What follows belongs to an exercise in optimizing a design on an open flow for a short achievable clock period and few clock cycles; a production flow would make more cautious choices.
Function was checked by simulation only, so behaviour that the tests miss may differ from the original.
Power figures rest on the tool's default switching activity, not on a simulated workload.

==> inputs of lagoon <==
==> flow/design.v <==
module PC(
    input clk,rst,
    input [31:0]Next_PC,
    output reg [31:0]PC
    );
    always @(posedge clk, posedge rst) 
    begin
        if(rst) 
            PC <= 0;
        else 
            PC <= Next_PC;
    end
endmodule
`timescale 1ns / 1ps
module ADD
    #(parameter Width = 32)(
    input [Width-1:0] a,b,
    output [Width-1:0] sum
    );
    assign sum = a + b;
endmodule
module MUX_2_1
#(parameter Width = 32)(
input [Width-1:0] a,
input [Width-1:0] b,
input sel,
output reg [Width-1:0] out
);
always @(*)
begin
    case(sel)
        0:out = a;
        1:out = b;
    endcase        
end
endmodule
module MUX_3_1
#(parameter Width = 32)(
input [Width-1:0] a,
input [Width-1:0] b,
input [Width-1:0] c,
input [1:0] sel,
output reg [Width-1:0] out
);
always @(*)
begin
    case(sel)
        2'b00:out=a;
        2'b01:out=b;
        2'b10:out=c;
        default:out=0;   
    endcase        
end
endmodule
module Control(
    input   wire [6:0] opcode,
    output  reg jal,
    output  reg Branch,
    output  reg [1:0] Imm_gen,
    output  reg [1:0] RegScr,
    output  reg [1:0] ALUop,
    output  reg MemWrite,
    output  reg ALUSrc,
    output  reg RegWrite
    );
     always @(*) begin
        case(opcode)
            7'b0110011:          
            begin   
                jal      = 0;
                Branch   = 0;
                Imm_gen  = 2'b00; 
                RegScr   = 2'b00;
                ALUop    = 2'b10;
                MemWrite = 0;
                ALUSrc   = 0;
                RegWrite = 1;
            end
            7'b0010011:          
            begin   
                jal      = 0;
                Branch   = 0;
                Imm_gen  = 2'b00; 
                RegScr   = 2'b00;
                ALUop    = 2'b10;
                MemWrite = 0;
                ALUSrc   = 1;
                RegWrite = 1;
            end
            7'b0000011:          
            begin
                jal      = 0;
                Branch   = 0;
                Imm_gen  = 2'b00; 
                RegScr   = 2'b01;
                ALUop    = 2'b00;
                MemWrite = 0;
                ALUSrc   = 1;
                RegWrite = 1;
            end
            7'b0100011:          
            begin   
                jal      = 0;
                Branch   = 0;
                Imm_gen  = 2'b01; 
                RegScr   = 2'b00;
                ALUop    = 2'b00;
                MemWrite = 1;
                ALUSrc   = 1;
                RegWrite = 0;
            end
            7'b1100011:          
            begin   
                jal      = 0;
                Branch   = 1;
                Imm_gen  = 2'b10; 
                RegScr   = 2'b00;
                ALUop    = 2'b01;
                MemWrite = 0;
                ALUSrc   = 0;
                RegWrite = 0;
            end
            7'b1101111:          
            begin   
                jal      = 1;
                Branch   = 1;
                Imm_gen  = 2'b11; 
                RegScr   = 2'b10;
                ALUop    = 2'b00;
                MemWrite = 0;
                ALUSrc   = 0;
                RegWrite = 1;
            end
            default: begin 
                jal      = 0;
                Branch   = 0;
                Imm_gen  = 2'b00; 
                RegScr   = 2'b00;
                ALUop    = 2'b00;
                MemWrite = 0;
                ALUSrc   = 0;
                RegWrite = 0;  
            end
        endcase
    end
endmodule
`timescale 1ns / 1ps
module ALU_Control(
    input [1:0] ALUop,
    input [6:0] func7,
    input [2:0] func3,
    output reg [2:0] ALU_ctl_input
    );
      always @(*) 
    begin
        case (ALUop)
            2'b01: ALU_ctl_input=3'd1;
            default: ALU_ctl_input=3'd0;
        endcase   
    end
endmodule
module  ALU
    #(parameter WIDTH = 32)(
    input [WIDTH -1: 0]  a, b,
    input [2:0] s,
    output reg[WIDTH -1: 0] y,
    output zf
    );
    localparam ADD=3'd0,SUB=3'd1;
    reg tempt;
    always @(*)
    begin
        case(s)
            ADD:{tempt,y} =a + b;
            SUB:{tempt,y} =a - b;
            default:{tempt,y}=0;
        endcase
    end
    assign zf = ~|y;
endmodule
module ImmGen (
    input [1:0] Imm_gen,
    input [31:0] instruct,
    output reg [31:0]Imm
);
    always @(*) begin
        case(Imm_gen)
            2'b00:   
            begin     
                Imm[11:0] = instruct[31:20];
                if(instruct[31] == 1)
                     Imm[31:12] = 20'hfffff;
                else Imm[31:12] = 20'h00000;
            end
            2'b01:  
            begin   
                Imm[11:5] = instruct[31:25];
                Imm[4:0]  = instruct[11:7];
                if(instruct[31] == 1)
                     Imm[31:12] = 20'hfffff;
                else Imm[31:12] = 20'h00000;
            end
            2'b10:  
            begin   
                Imm[11]   = instruct[31];
                Imm[9:4]  = instruct[30:25];
                Imm[3:0]  = instruct[11:8];
                Imm[10]   = instruct[7];
                if(instruct[31] == 1)
                    Imm[31:12] = 19'h7ffff;
                else 
                    Imm[31:12] = 19'h00000;
            end
            2'b11:  
            begin   
                Imm[19]     = instruct[31];
                Imm[9:0]    = instruct[30:21];
                Imm[10]     = instruct[20];
                Imm[18:11]  = instruct[19:12];
                if(instruct[31] == 1)
                    Imm[31:20] = 11'h7ff;
                else 
                    Imm[31:20] = 11'h000;
            end
            default: 
            begin   
                Imm[31:0] = 32'd0;
            end
        endcase
    end
endmodule
module RF(
    input wire clk,we,
    input wire [4:0] wa, 
    input wire [31:0] wd, 
    input wire [4:0] ra1, ra2, ra3,
    output wire [31:0] rd1, rd2, rd3
    );
    reg [31:0] regfile[0:31];
    assign  rd1 = (ra1 == 5'd0) ? 32'd0 : regfile[ra1];
    assign  rd2 = (ra2 == 5'd0) ? 32'd0 : regfile[ra2];
    assign  rd3 = (ra3 == 5'd0) ? 32'd0 : regfile[ra3];
    always @ (posedge clk)
    begin
        if(we && wa != 0)
            regfile[wa] <= wd;
    end
endmodule
module  CPU(
  	input clk, 
  	input rst,
  	output [31:0] pc,           	 
  	input [31:0] instr,         	 
  	output [7:0] dmem_addr,     	 
  	output [31:0] dmem_wdata,   	 
  	output dmem_we,             	 
  	input [31:0] dmem_rdata,    	 
  	output [7:0] io_addr,      	 
  	output [31:0] io_dout,     	 
  	output io_we,              	 
  	input [31:0] io_din,    	 
  	input [7:0] m_rf_addr,   	 
  	output [31:0] rf_data    	 
);
	wire [31:0]Next_PC;
  	PC MY_PC(
		.clk(clk),
	  	.rst(rst),
	  	.Next_PC(Next_PC),
		.PC(pc)
  	);
	wire [31:0]PCADD4;
	ADD #(32)MY_PC_ADD(
		.a(pc),
		.b(32'd4),
		.sum(PCADD4)
	);
	wire [31:0] instruct;
	assign instruct = instr;
	wire jal; 
	wire Branch; 
	wire [1:0] Imm_gen;
	wire [1:0] RegScr; 
	wire [1:0] ALUop;
	wire MemWrite;
	wire ALUSrc;
	wire RegWrite;
	Control MY_Control(
        .opcode(instruct[6:0]),
        .jal(jal),
		.Branch(Branch),
        .Imm_gen(Imm_gen),
        .RegScr(RegScr),
        .ALUop(ALUop),
        .MemWrite(MemWrite),
        .ALUSrc(ALUSrc),
        .RegWrite(RegWrite)
    );
	wire [31:0]rd1, rd2, WriteData;
	RF MY_RF(
        .clk(clk),
        .we(RegWrite),
        .wa(instruct[11:7]),
        .ra1(instruct[19:15]),
        .ra2(instruct[24:20]),
        .ra3(m_rf_addr[4:0]),
        .rd1(rd1),
        .rd2(rd2),
        .rd3(rf_data),
        .wd(WriteData)
    );
	wire [31:0] Imm;
    ImmGen MY_ImmGen(
		.Imm_gen(Imm_gen),
		.instruct(instruct),
		.Imm(Imm)
	);
	wire [31:0] ALU_in2;
	MUX_2_1 #(32)MUX_ALU_SRC(
		.a(rd2),
        .b(Imm),
        .sel(ALUSrc),
        .out(ALU_in2)
	);
	wire [2:0] ALU_ctl_input;
	ALU_Control MY_ALU_Control(
    .ALUop(ALUop),
    .func7(instruct[31:25]),
    .func3(instruct[14:12]),
    .ALU_ctl_input(ALU_ctl_input)
	);
	wire [31:0] ALUresult;
    wire zero;
    ALU #(32)ALU(
        .a(rd1),
        .b(ALU_in2),
        .s(ALU_ctl_input),
        .y(ALUresult),
        .zf(zero)
    );
	wire [31:0] ReadData1;
	wire [7:0] DM_a_in;
    assign DM_a_in = ALUresult[9:0] >> 2;
    assign dmem_addr = DM_a_in;
    assign dmem_wdata = rd2;
    assign dmem_we = MemWrite & (~ALUresult[10]);
    assign ReadData1 = dmem_rdata;
	wire [31:0] mem_data_out;
	MUX_2_1 #(32)MUX_MEM_OUT(
		.a(ReadData1),
		.b(io_din),
		.sel(ALUresult[10]),
		.out(mem_data_out)
	);
    MUX_3_1 #(32)WriteData_MUX(
        .a(ALUresult),
        .b(mem_data_out),
		.c(PCADD4),
        .sel(RegScr),
        .out(WriteData)
    );
	wire [31:0] PCADDIMM;
	ADD #(32)PC_ADD_IMM(
		.a(pc),
		.b(Imm << 1),
		.sum(PCADDIMM)
	);
	MUX_2_1 #(32)MUX_PC_NEXT(
		.a(PCADD4),
		.b(PCADDIMM),
		.sel((Branch & zero) | jal),
		.out(Next_PC)
	);
	assign io_addr = ALUresult[7:0];
	assign io_dout = rd2;
	assign io_we = MemWrite & ALUresult[10];
endmodule
==> flow/run.sh <==
#!/bin/bash
# synth_recipe.tcl (not shown) runs the flow's synth.tcl, then flattens the netlist and writes it again
# the make line also repeats each setting of config.mk as NAME=value (left out here)
make -C /OpenROAD-flow-scripts/flow DESIGN_CONFIG=/design/flow/config.mk WORK_HOME=/design/flow/orfs CLKGATE_MAP_FILE= SYNTH_SCRIPT=/design/flow/synth_recipe.tcl finish
==> flow/config.mk <==
export PLATFORM = sky130hd
export DESIGN_NAME = CPU
export DESIGN_NICKNAME = CPU
export VERILOG_FILES = /design/flow/design.v
export SDC_FILE = /design/flow/constraint.sdc
export NUM_CORES = 4
export LEC_CHECK = 0
export CAP_MARGIN = 20
export CORE_MARGIN = 2
export CORE_UTILIZATION = 40
export SLEW_MARGIN = 20
==> flow/constraint.sdc <==
create_clock -name core_clock -period 8.5 [get_ports {clk}]
set_input_delay 1.7000 -clock core_clock [delete_from_list [all_inputs] [get_ports {clk}]]
set_output_delay 1.7000 -clock core_clock [all_outputs]
set_load 0.01 [all_outputs]
==> ember: changes against lagoon <==
==> flow/design.v, changed modules only <==
module  CPU(
  	input clk,
  	input rst,
  	output [31:0] pc,           	 
  	input [31:0] instr,         	 
  	output [7:0] dmem_addr,     	 
  	output [31:0] dmem_wdata,   	 
  	output dmem_we,             	 
  	input [31:0] dmem_rdata,    	 
  	output [7:0] io_addr,      	 
  	output [31:0] io_dout,     	 
  	output io_we,              	 
  	input [31:0] io_din,    	 
  	input [7:0] m_rf_addr,   	 
  	output [31:0] rf_data    	 
);
	reg [31:0] pc_r;
	reg        e_ld, e_st, e_wr, e_br;  
	reg [4:0]  e_rd;
	reg [31:0] e_a, e_b, e_sd;        
	reg [31:0] e_t;                   
	wire [31:0] e_sum = e_a + e_b;
	wire [31:0] e_ldv = e_sum[10] ? io_din : dmem_rdata;
	wire [31:0] e_res = e_ld ? e_ldv : e_sum;
	wire        redir = e_br & (e_a == e_b);
	assign dmem_addr  = e_sum[9:2];
	assign dmem_wdata = e_sd;
	assign dmem_we    = e_st & ~e_sum[10];
	assign io_addr    = e_sum[7:0];
	assign io_dout    = e_sd;
	assign io_we      = e_st & e_sum[10];
	wire [31:0] rf1, rf2;
	RF MY_RF(
        .clk(clk),
        .we(e_wr),
        .wa(e_rd),
        .ra1(instr[19:15]),
        .ra2(instr[24:20]),
        .ra3(m_rf_addr[4:0]),
        .rd1(rf1),
        .rd2(rf2),
        .rd3(rf_data),
        .wd(e_res)
    );
	assign pc = pc_r;
	wire [6:0] op = instr[6:0];
	wire [4:0] rs1 = instr[19:15];
	wire [4:0] rs2 = instr[24:20];
	wire [4:0] rd  = instr[11:7];
	wire is_add  = (op == 7'b0110011);
	wire is_addi = (op == 7'b0010011);
	wire is_lw   = (op == 7'b0000011);
	wire is_sw   = (op == 7'b0100011);
	wire is_beq  = (op == 7'b1100011);
	wire is_jal  = (op == 7'b1101111);
	wire fw1 = e_wr & (e_rd == rs1);
	wire fw2 = e_wr & (e_rd == rs2);
	wire [31:0] r1 = fw1 ? e_res : rf1;
	wire [31:0] r2 = fw2 ? e_res : rf2;
	wire [31:0] immI = {{20{instr[31]}}, instr[31:20]};
	wire [31:0] immS = {{20{instr[31]}}, instr[31:25], instr[11:7]};
	wire [31:0] immB = {{20{instr[31]}}, instr[7], instr[30:25], instr[11:8], 1'b0};
	wire [31:0] immJ = {{12{instr[31]}}, instr[19:12], instr[20], instr[30:21], 1'b0};
	wire [31:0] pc4   = pc_r + 32'd4;
	wire [31:0] pcimm = pc_r + (instr[3] ? immJ : immB);
	wire bsame = is_beq & (rs1 == rs2);
	wire jump  = is_jal | bsame;
	wire [31:0] next_pc = redir ? e_t : jump ? pcimm : pc4;
	always @(posedge clk, posedge rst) begin
		if (rst) begin
			pc_r <= 32'd0;
			e_ld <= 1'b0;
			e_st <= 1'b0;
			e_wr <= 1'b0;
			e_br <= 1'b0;
		end else begin
			pc_r <= next_pc;
			e_ld <= is_lw & ~redir;
			e_st <= is_sw & ~redir;
			e_wr <= (is_add | is_addi | is_lw | is_jal) & (rd != 5'd0) & ~redir;
			e_br <= is_beq & ~bsame & ~redir;
		end
	end
	always @(posedge clk) begin
		e_rd <= rd;
		e_a  <= is_jal ? pc4 : r1;
		e_b  <= (is_add | is_beq) ? r2 : is_sw ? immS : is_jal ? 32'd0 : immI;
		e_t  <= pcimm;
		e_sd <= r2;
	end
endmodule
--- a/flow/config.mk
+++ b/flow/config.mk
@@ -5,7 +5,9 @@
 export SDC_FILE = /design/flow/constraint.sdc
 export NUM_CORES = 4
 export LEC_CHECK = 0
+export ABC_CLOCK_PERIOD_IN_PS = 3000
 export CAP_MARGIN = 20
 export CORE_MARGIN = 2
 export CORE_UTILIZATION = 40
+export SETUP_SLACK_MARGIN = 4.0
 export SLEW_MARGIN = 20
==> xenon: changes against lagoon <==
==> flow/design.v, changed modules only <==
module  CPU(
  	input clk,
  	input rst,
  	output [31:0] pc,           	 
  	input [31:0] instr,         	 
  	output [7:0] dmem_addr,     	 
  	output [31:0] dmem_wdata,   	 
  	output dmem_we,             	 
  	input [31:0] dmem_rdata,    	 
  	output [7:0] io_addr,      	 
  	output [31:0] io_dout,     	 
  	output io_we,              	 
  	input [31:0] io_din,    	 
  	input [7:0] m_rf_addr,   	 
  	output [31:0] rf_data    	 
);
	reg [31:0] pc_r;
	reg        e_ld, e_st, e_wr;      
	reg [4:0]  e_rd;
	reg [31:0] e_a, e_b, e_sd;        
	wire [31:0] e_sum = e_a + e_b;
	wire [31:0] e_ldv = e_sum[10] ? io_din : dmem_rdata;
	wire [31:0] e_res = e_ld ? e_ldv : e_sum;
	assign dmem_addr  = e_sum[9:2];
	assign dmem_wdata = e_sd;
	assign dmem_we    = e_st & ~e_sum[10];
	assign io_addr    = e_sum[7:0];
	assign io_dout    = e_sd;
	assign io_we      = e_st & e_sum[10];
	wire [31:0] rf1, rf2;
	RF MY_RF(
        .clk(clk),
        .we(e_wr),
        .wa(e_rd),
        .ra1(instr[19:15]),
        .ra2(instr[24:20]),
        .ra3(m_rf_addr[4:0]),
        .rd1(rf1),
        .rd2(rf2),
        .rd3(rf_data),
        .wd(e_res)
    );
	assign pc = pc_r;
	wire [6:0] op = instr[6:0];
	wire [4:0] rs1 = instr[19:15];
	wire [4:0] rs2 = instr[24:20];
	wire [4:0] rd  = instr[11:7];
	wire is_add  = (op == 7'b0110011);
	wire is_addi = (op == 7'b0010011);
	wire is_lw   = (op == 7'b0000011);
	wire is_sw   = (op == 7'b0100011);
	wire is_beq  = (op == 7'b1100011);
	wire is_jal  = (op == 7'b1101111);
	wire fw1 = e_wr & (e_rd == rs1);
	wire fw2 = e_wr & (e_rd == rs2);
	wire [31:0] r1 = fw1 ? e_res : rf1;
	wire [31:0] r2 = fw2 ? e_res : rf2;
	wire [31:0] immI = {{20{instr[31]}}, instr[31:20]};
	wire [31:0] immS = {{20{instr[31]}}, instr[31:25], instr[11:7]};
	wire [31:0] immB = {{20{instr[31]}}, instr[7], instr[30:25], instr[11:8], 1'b0};
	wire [31:0] immJ = {{12{instr[31]}}, instr[19:12], instr[20], instr[30:21], 1'b0};
	wire [31:0] pc4   = pc_r + 32'd4;
	wire [31:0] pcimm = pc_r + (is_jal ? immJ : immB);
	wire taken = is_jal | (is_beq & (r1 == r2));
	wire [31:0] next_pc = taken ? pcimm : pc4;
	always @(posedge clk, posedge rst) begin
		if (rst) begin
			pc_r <= 32'd0;
			e_ld <= 1'b0;
			e_st <= 1'b0;
			e_wr <= 1'b0;
		end else begin
			pc_r <= next_pc;
			e_ld <= is_lw;
			e_st <= is_sw;
			e_wr <= (is_add | is_addi | is_lw | is_jal) & (rd != 5'd0);
		end
	end
	always @(posedge clk) begin
		e_rd <= rd;
		e_a  <= is_jal ? pc4 : r1;
		e_b  <= is_add ? r2 : is_sw ? immS : is_jal ? 32'd0 : immI;
		e_sd <= r2;
	end
endmodule
==> comparison table <==
quantity                                                                            xenon          lagoon           ember
Run status                                                                 finished clean  finished clean  finished clean
Final non-clock buffer share                                                       5.427%          9.585%          7.445%
Final cell utilization of the core                                                 46.03%          48.41%          47.61%
Leakage power                                                                    24.65 nW        25.82 nW        25.71 nW
Post-route total power                                                           16.02 mW        16.79 mW        17.04 mW
Portion of the clock cycle consumed by the worst path in the final layout          84.59%          98.11%          64.21%
Total area of multi-input combinational cells                                31,010 sq um    30,270 sq um    30,930 sq um
Share of the synthesized area in the top cell type                                 46.58%          48.89%          46.62%
Number of standard-cell rows in the floorplan                                         149             145             149
Average detailed-routed wire length per instance                                 35.91 um        35.26 um        36.36 um
Post-Syn Area                                                                66,010 sq um    62,900 sq um    65,960 sq um
Sequential portion of the cell area                                                44.42%          41.69%          43.84%
Drt first-iter violations                                                           6,035           5,800           6,015
Synthesized-area fraction occupied by ao, oa, aoi and oai cells                    5.517%          4.782%          4.135%
Simple-gate portion of the synthesized area                                        4.482%          4.514%          3.712%
Register area share after synthesis                                                50.93%          50.12%          52.02%
Post-CTS resize count                                                                   0               4             297
Post-Place Cell Area                                                         71,650 sq um    71,680 sq um    71,130 sq um
Synth Area in XOR/XNOR                                                             1.393%          1.460%          1.275%
Max frequency                                                                  0.1391 GHz      0.1199 GHz      0.1832 GHz
Multi-Input Combinational                                                           2,438           2,343           2,234
Min cycle time layout                                                            7.190 ns        8.339 ns        5.458 ns
Layout cell share with drive strength beyond 1                                     32.53%          38.53%          38.86%
Internal power summed over all cells                                             11.30 mW        11.58 mW        12.09 mW
Vias in the first global route                                                     42,590          42,710          41,780
Testbench counts of lagoon, summed over its fixed seeds: cycles 98,510.
Testbench counts of ember, summed over its fixed seeds: cycles 99,954.
Testbench counts of xenon, summed over its fixed seeds: cycles 98,702.

[static timing again, ports no longer ideal]
How much do the figures lean on ideal ports? The routed layouts below were timed once more, with nothing changed but the port constraints.
Step 1 (the two cells are an assumption about what drives the block):
set clk [get_ports {clk}]
set_driving_cell -lib_cell sky130_fd_sc_hd__clkbuf_16 $clk
set_driving_cell -lib_cell sky130_fd_sc_hd__buf_2 [delete_from_list [all_inputs] $clk]
Step 2 moves the port delays by t, midway between the first and last clock arrival at a register: inputs arrive t later, outputs are due t later. That takes back most of the time a late clock gives input paths.
Three values: no drivers, after step 1, after step 2; two values: the first two.
run	shift t [ns]	setup WS [ns]	worst setup path after step 2	cell pins on the clock port's net
lagoon	0.843	0.161 / 0.103 / -0.453	input to register	1
ember	0.852	3.042 / 2.532 / 2.532	input to output	1
xenon	0.864	1.310 / 1.310 / 0.604	input to register	1
Met with ideal ports but missed after step 2: setup timing in lagoon. The setup slack of xenon, which loses most, moves by 0.000 ns with the drivers and by -0.706 ns with both steps.
